Source: an optimization exercise on an open RTL-to-GDS flow (aim: small area and a short achievable clock period). Production flows keep margins and buffers that such runs may drop. In this exercise RTL edits were held to simulation tests only and were not proved equivalent to the original. No driver is modelled on the clock port, so clocking that relies on it looks cheaper here than on a real chip.

==> flow/design.v (outline; a module is shown in full before it is edited, if it fits) <==
// module multiplier_comb_reg: 20 lines
// module multiplier_comb: 2826 lines
// module mc_bseln: 6 lines
// module mc_bsel: 6 lines
// module mc_xnor2: 6 lines
// module mc_xor2: 6 lines
// module mc_xor3: 6 lines
// module mc_inv: 6 lines
// module mc_fa: 7 lines
// module mc_ha: 7 lines
// module mc_nand2: 6 lines
// module mc_nand2b: 6 lines
// module mc_nor2b: 6 lines
// module mc_nand3: 6 lines
// module mc_or2: 6 lines
// module mc_nor2: 6 lines
// module mc_o21ai: 6 lines
// module mc_a21oi: 6 lines
module multiplier_comb_reg (
    input  logic        CLK_i,
    input  logic [31:0] DIN1_i,
    input  logic [31:0] DIN2_i,
    output logic [63:0] DOUT_o
);
  // ...
==> flow/flow/run.sh <==
#!/bin/bash
# Own layout flow: the standard ORFS flow (standard.sh: the standard
# synthesis, floorplan, power grid, placement, CTS and routing) with two changes:
#  1. between synthesis and floorplan, flow/post_synth.py re-sizes cells in the
#     synthesized netlist (drive strengths only; cell functions and flip-flop
#     cell types and names are kept);
#  2. the port buffers that buffer_ports inserts are plain buf_1 cells rather
#     than the clock-delay cells it picks by default.
set -euo pipefail
R=orfs/results/sky130hd/multiplier_comb_reg/base
bash standard.sh synth > synth.log 2>&1
cp $R/1_2_yosys.v synth_netlist_orig.v
python3 flow/post_synth.py $R/1_2_yosys.v > post_synth.log 2>&1
diff synth_netlist_orig.v $R/1_2_yosys.v > post_synth.diff || true
touch $R/1_2_yosys.v
bash standard.sh "BUFFER_PORTS_ARGS=-buffer_cell sky130_fd_sc_hd__buf_1" finish > layout.log 2>&1
==> flow/flow/post_synth.py <==
#!/usr/bin/env python3
"""Re-size cells in the standard synthesis netlist before the layout.

Only drive strengths change: every cell keeps its function, and every
flip-flop keeps its name and its cell type (dfxtp).
- Combinational cells that ABC's speed script up-sized go back to their
  smallest drive strength (the problem's period puts no pressure on them);
  repair_design later re-sizes any that need it for slew or capacitance.
- The operand flip-flops, which drive many partial-product gates each, get
  drive strength 2, so repair_design need not buffer their outputs.
- Inverters that drive eight or more pins become inv_2 (same area as inv_1).
Usage: post_synth.py NETLIST (edited in place)."""
import re, sys
from collections import Counter

path = sys.argv[1]
txt = open(path).read()
OUT_PINS = {"X", "Y", "Q", "Q_N", "SUM", "COUT", "HI", "LO"}
cell_re = re.compile(r"(\n\s*)(sky130_fd_sc_hd__\w+)(\s+)(\S+)(\s*\()(.*?)(\);)", re.S)
pin_re = re.compile(r"\.(\w+)\(([^()]*)\)")
fanout = Counter()
for m in cell_re.finditer(txt):
    for p, n in pin_re.findall(m.group(6)):
        if p not in OUT_PINS and n.strip():
            fanout[n.strip()] += 1
small = set(("a21oi a21boi a22oi a211oi o211ai o21ai nor2b nand2b nor2 nand2 nor3 nand3 "
             "xor2 xnor2 o22ai a21o o21a or2 and2").split())
stats = Counter()
def fix(m):
    typ, name, body = m.group(2), m.group(4), m.group(6)
    base = re.match(r"sky130_fd_sc_hd__(\w+?)_(\d+)$", typ)
    new = typ
    if base:
        kind, size = base.group(1), base.group(2)
        outs = [n.strip() for p, n in pin_re.findall(body) if p in OUT_PINS]
        fo = max([fanout[o] for o in outs] + [0])
        if kind in small and size in ("2", "4", "8"):
            new = f"sky130_fd_sc_hd__{kind}_1"
            stats["down-sized"] += 1
        elif kind == "dfxtp" and size == "1" and re.match(r"\\din[12]_q\[\d+\]\$_DFF_P_$", name):
            new = "sky130_fd_sc_hd__dfxtp_2"
            stats["operand flip-flops to dfxtp_2"] += 1
        elif kind == "inv" and size == "1" and fo >= 8:
            new = "sky130_fd_sc_hd__inv_2"
            stats["inverters to inv_2"] += 1
    return m.group(1) + new + m.group(3) + name + m.group(5) + body + m.group(7)
txt = cell_re.sub(fix, txt)
open(path, "w").write(txt)
print("post_synth:", dict(stats))
==> flow/standard.sh <==
#!/bin/bash
# synth_recipe.tcl (not shown) runs the flow's synth.tcl, then flattens the netlist and writes it again
# the make line also repeats each setting of config.mk as NAME=value (left out here)
make -C /OpenROAD-flow-scripts/flow DESIGN_CONFIG=/design/flow/config.mk WORK_HOME=/design/flow/orfs CLKGATE_MAP_FILE= SYNTH_SCRIPT=/design/flow/synth_recipe.tcl "${@:-finish}"
==> flow/config.mk <==
export PLATFORM = sky130hd
export DESIGN_NAME = multiplier_comb_reg
export DESIGN_NICKNAME = multiplier_comb_reg
export VERILOG_FILES = /design/flow/design.v
export SDC_FILE = /design/flow/constraint.sdc
export NUM_CORES = 4
export LEC_CHECK = 0
export CAP_MARGIN = 20
export CORE_MARGIN = 2
export CORE_UTILIZATION = 40
export SLEW_MARGIN = 20
export SYNTH_HIERARCHICAL = 1
==> flow/constraint.sdc <==
create_clock -name core_clock -period 44.0 [get_ports {CLK_i}]
set_input_delay 8.8000 -clock core_clock [delete_from_list [all_inputs] [get_ports {CLK_i}]]
set_output_delay 8.8000 -clock core_clock [all_outputs]
set_load 0.01 [all_outputs]
==> impl_metrics.csv, run 1 <==
group,metric,value,unit
outcome,outcome,"no timing/DRC/antenna violations",
timing,relSlewSlack,0.436,
clock_network,cts_setup_buffers,0,
min_path,hold_start,"din2_q[1]",
floorplan,taps,748,
critical_path,worstPathBufferInverterCount,1,
drt,wl,73600,um
final_layout,largest_cell_class,"multi-input combinational cells",
critical_path,cp_data_required_time,35200,ps
timing,setup_violations,0,
synth,yosys.area.top_type,"fa_1",
drt,drc,0,
critical_path,reg2regPathDepth,37,
final_layout,multi_input_gates,1901,
final_layout,sh_seq_area,0.108,
final_layout,top_register,"DOUT_o",
global_routing,grt_use_met3,0.0599,
min_path,whs_path_depth,1,
final_layout,largest_registers,"DOUT_o: 64 flops, din1_q: 32 flops, din2_q: 32 flops",
drt,viasPerCell,6.21,
final_layout,n_all_inverters,65,
final_layout,layout.nonclk_buf_frac,0.0203,
run,maxCapViolCount,0,
timing,tightest_slew,846,ps
timing,timing.final.ws_setup,34220,ps
clock_network,cts_tree,"done",
synth,synth_top_area_frac,0.373,
final_layout,layout_common_cells,"513 x o22ai_1, 422 x fa_1, 315 x xnor2_1",
placed_design,placed_area,23900,um2
critical_path,cp_max_fo,1,
synth,avgSynthCellArea,10.7,um2
final_layout,ff_latch_area,2640,um2
clock_network,cts-root-buf,"clkbuf_16",
critical_path,cpMaxStageDelayCell,"dfxtp_1",
placed_design,place_hpwl,54600,um
floorplan,io_pins,129,
global_routing,grt_pass1_vias,20120,
timing,fin_skew,33.9,ps
synth,synth_simple_gate_area_frac,0.0249,
==> run 2, diff against run 1 <==
--- a/flow/flow/run.sh
+++ b/flow/flow/run.sh
@@ -2,3 +2,4 @@
 # Own layout flow: the standard ORFS flow (standard.sh: the standard
-# synthesis, floorplan, power grid, placement, CTS and routing) with two changes:
+# synthesis, floorplan, power grid, placement, CTS and routing) with three
+# changes:
 #  1. between synthesis and floorplan, flow/post_synth.py re-sizes cells in the
@@ -7,3 +8,6 @@
 #  2. the port buffers that buffer_ports inserts are plain buf_1 cells rather
-#     than the clock-delay cells it picks by default.
+#     than the clock-delay cells it picks by default;
+#  3. clock_tree_synthesis keeps its default arguments but builds the tree
+#     from a clkbuf_16 root and clkbuf_8 buffers below it (a balanced tree as
+#     before, with smaller buffers).
 set -euo pipefail
@@ -15,2 +19,5 @@
 touch $R/1_2_yosys.v
-bash standard.sh "BUFFER_PORTS_ARGS=-buffer_cell sky130_fd_sc_hd__buf_1" finish > layout.log 2>&1
+bash standard.sh \
+  "BUFFER_PORTS_ARGS=-buffer_cell sky130_fd_sc_hd__buf_1" \
+  "CTS_ARGS=-sink_clustering_enable -repair_clock_nets -root_buf sky130_fd_sc_hd__clkbuf_16 -buf_list sky130_fd_sc_hd__clkbuf_8" \
+  finish > layout.log 2>&1
--- a/flow/config.mk
+++ b/flow/config.mk
@@ -9,3 +9,3 @@
 export CORE_MARGIN = 2
-export CORE_UTILIZATION = 40
+export CORE_UTILIZATION = 60
 export SLEW_MARGIN = 20
==> run 2 against run 1 <==
Against the previous run:
- via count grew 1.7%
- routed wire length down 0.12%
- critical path type unchanged
- die area decreased by 33%
- critical endpoint is now DOUT_o[32]
- non-clock buffer count shrank 1
==> impl_metrics.csv, run 2 <==
group,metric,value,unit
floorplan,dieArea,39000,um2
global_routing,grt_pass1_vias,20096,
drt,viasPerCell,6.96,
floorplan,die_x,197,um
placed_design,port_buffers,128,
min_path,hold_start,"din2_q[1]",
drt,wl,73500,um
synth,synth_area_leaders,"fa_1 37%, o22ai_1 14%, xnor2_1 12%, xor2_1 12%, dfxtp_1 11%",
critical_path,cp_max_fo,1,
synth,yosys.area.top_type,"fa_1",
critical_path,r2r_end,"DOUT_o[61]",
synth,syn-num-nets,2688,
synth,seq_area_frac_synth,0.113,
clock_network,cts_sinks,128,
min_path,hold_path.class,"register to register",
critical_path,cp_data_required_time,35200,ps
placed_design,dp.cells,2691,
synth,synth_enable_flop_cells,0,
floorplan,io_pins,129,
final_layout,largest_reg_flops,64,
floorplan,core,36700,um2
timing,hold_slack,924,ps
drt,first_pass_iters,12,
synth,yosysWarnings,7,
final_layout,fin_nets,2836,
critical_path,rrSetupSlack,35690,ps
critical_path,worstReg2RegStart,"din2_q[1]",
min_path,holdPathEnd,"DOUT_o[0]",
critical_path,crit_type,"register to output pin",
synth,synth_common_cells,"513 x o22ai_1, 422 x fa_1, 315 x xnor2_1, 302 x xor2_1, 128 x dfxtp_1",
placed_design,place_hpwl,53500,um
timing,setup_violations,0,
critical_path,critPathLaunchType,"register",
placed_design,gp_congestion,0.970,
timing,setup_tns,0,ps
timing,relSlewSlack,0.445,
clock_network,numCtsBuffers,17,
timing,maxSlewViolCount,0,
critical_path,worstPathBufferInverterCount,1,
timing,fmax,0.103,GHz
synth,synth_seq_cells,128,
min_path,whs_path_depth,1,
final_layout,area_growth,6.61,%
clock_network,cts-resized-gates,0,
synth,avgSynthCellArea,10.7,um2
critical_path,endpoint_kind,"output pin",
timing,fin_skew,35.3,ps
critical_path,reg2regPathDepth,37,
timing,rsz0062_at_grt,"no",
clock_network,cts_setup_buffers,0,
global_routing,grtUsageTotal,0.393,
global_routing,grt_first_pass_wirelength,114000,um
floorplan,initial_core_util,0.612,
timing,post-route-period-util,0.221,
final_layout,top_register,"DOUT_o",
final_layout,post-route-util,0.652,
clock_network,postCtsHoldBufs,0,
synth,syn_area,22400,um2
synth,async_flop_share,0,
final_layout,layout_common_cells,"513 x o22ai_1, 422 x fa_1, 315 x xnor2_1",
final_layout,drive_gt1_frac,0.0643,
clock_network,clock_latency,450,ps
timing,finalCriticalPeriod,9730,ps
synth,synth_top_area_frac,0.373,
synth,syn_inst,2094,
synth,yosysMostFrequentCell,"o22ai_1",
critical_path,critPathMaxStageDelay,330,ps
synth,yosys_area,22600,um2
floorplan,rows,70,
drt,vias,18960,
global_routing,grt_overflow,0,
timing,hold_violations,0,
final_layout,diodes,0,
floorplan,fp.dieH,197,um
drt,drt_iter0_drc,2563,
timing,tightest_slew,832,ps
final_layout,largest_registers,"DOUT_o: 64 flops, din1_q: 32 flops, din2_q: 32 flops",
critical_path,crit_family,"flip-flops",
drt,drc,0,
drt,wl_per_cell,27.0,um
final_layout,final_common_cell,"o22ai_1",
global_routing,antenna_found_initial,0,
critical_path,cpMaxStageDelayCell,"dfxtp_1",
run,maxCapViolCount,0,
clock_network,cts_tree,"done",
clock_network,clk_pin_slew,110,ps
drt,drtAntennaViolNets,0,
synth,synth_cell_type_count,14,
critical_path,path_cells,"buf_1",
critical_path,arrival,920,ps
outcome,outcome,"no timing/DRC/antenna violations",
synth,yosys_most_used_dff,"dfxtp_1",
global_routing,grt_max_degree,35,
final_layout,layout.cells.non_filler,2723,
-- run 2: cell counts after synthesis --
Identical to the previous run, type by type.
-- run 2: layer usage --
metal / global-route usage / wire length (um) / part of all wire
met1: 0.499 / 27200 / 0.37
met3: 0.0833 / 7940 / 0.11
met4: 0.194 / 3610 / 0.049
met2: 0.640 / 34800 / 0.47
met5: 0 / 0 / 0
-- run 2: modules after synthesis, one instance, submodules excluded, excerpt --
module               flip-flops and latches  cells inside  area (um2)  times used
mc_ha                                     0             1        12.5         107
mc_bseln                                  0             1        8.76          16
mc_bsel                                   0             1        6.26         513
mc_o21ai                                  0             1        5.00          15
multiplier_comb_reg                     128           128        2560           1
mc_fa                                     0             1        20.0         422
mc_xor2                                   0             1        8.76         302
mc_or2                                    0             1        6.26          14
mc_nand3                                  0             1        5.00          15
mc_nor2                                   0             1        3.75          31
mc_a21oi                                  0             1        8.76          75
mc_xnor2                                  0             1        8.76         315
-- run 2: final cells by class --
| class | count | area [um2] |
|---|---|---|
| inverters | 65 | 244 |
| flip-flops and latches | 128 | 2640 |
| well taps | 468 | 586 |
| multi-input cells | 1901 | 19600 |
| clock inverters | 15 | 164 |
| repair buffers | 129 | 488 |
| fillers | 3028 | 12800 |
| clock buffers | 17 | 245 |
-- run 2: worst max-delay path by stage --
stage	cells after the start	from	endpoint	slack, ps
6_report	1	DOUT_o[32]	DOUT_o[32]	34280
3_3_place_gp	1	DOUT_o[58]	DOUT_o[58]	34760
5_1_grt	1	DOUT_o[29]	DOUT_o[29]	34220
4_1_cts	1	DOUT_o[32]	DOUT_o[32]	34260
2_1_floorplan	0	DOUT_o[0]	DOUT_o[0]	34870
3_5_place_dp	1	DOUT_o[57]	DOUT_o[57]	34740
-- run 2: kinds of logic (layout without fill, tap and decap cells) --
group / Yosys count / count (layout) / share of synthesized area
AOI/OAI and AO/OA: 619 / 619 / 0.180
xor gates and xnor gates: 617 / 617 / 0.239
adders and majority gates: 529 / 529 / 0.432
buffers and inverters: 65 / 226 / 0.0108
DFF: 128 / 128 / 0.113
and+or+nand+nor: 136 / 136 / 0.0249
-- run 2: metrics by stage --
| step | area, um2 | setup slack [ps] |
|---|---|---|
| 3_3_place_gp | 23500 | 34760 |
| 2_1_floorplan | 22400 | 34870 |
| 4_1_cts | 23900 | 34260 |
| 5_1_grt | 23900 | 34220 |
| 3_5_place_dp | 23500 | 34740 |
| 6_report | 23900 | 34280 |

[static timing again, ports no longer ideal]
In the flow no input, the clock included, has a driving cell. The finished layouts below were timed again as built, in two steps. Step 1, drivers: a clkbuf_16 drives CLK_i and a buf_2 each remaining input, both assumed. Step 2 moves the port delays by t, midway between the first and last clock arrival at a register: inputs arrive t later, outputs are due t later. That takes back most of the time a late clock gives input paths. a / b / c = ideal / step 1 / step 2; a / b = the first two.
run | t (ns) | setup WS [ns] | latest minus earliest clock arrival (ns) | worst data-port slew with drivers (ns)
run 1 | 0.541 | 34.221 / 34.167 / 34.708 | 0.034 / 0.034 | 0.04
run 2 | 0.490 | 34.275 / 34.217 / 34.707 | 0.036 / 0.037 | 0.04
After both steps every run listed still meets setup and hold.
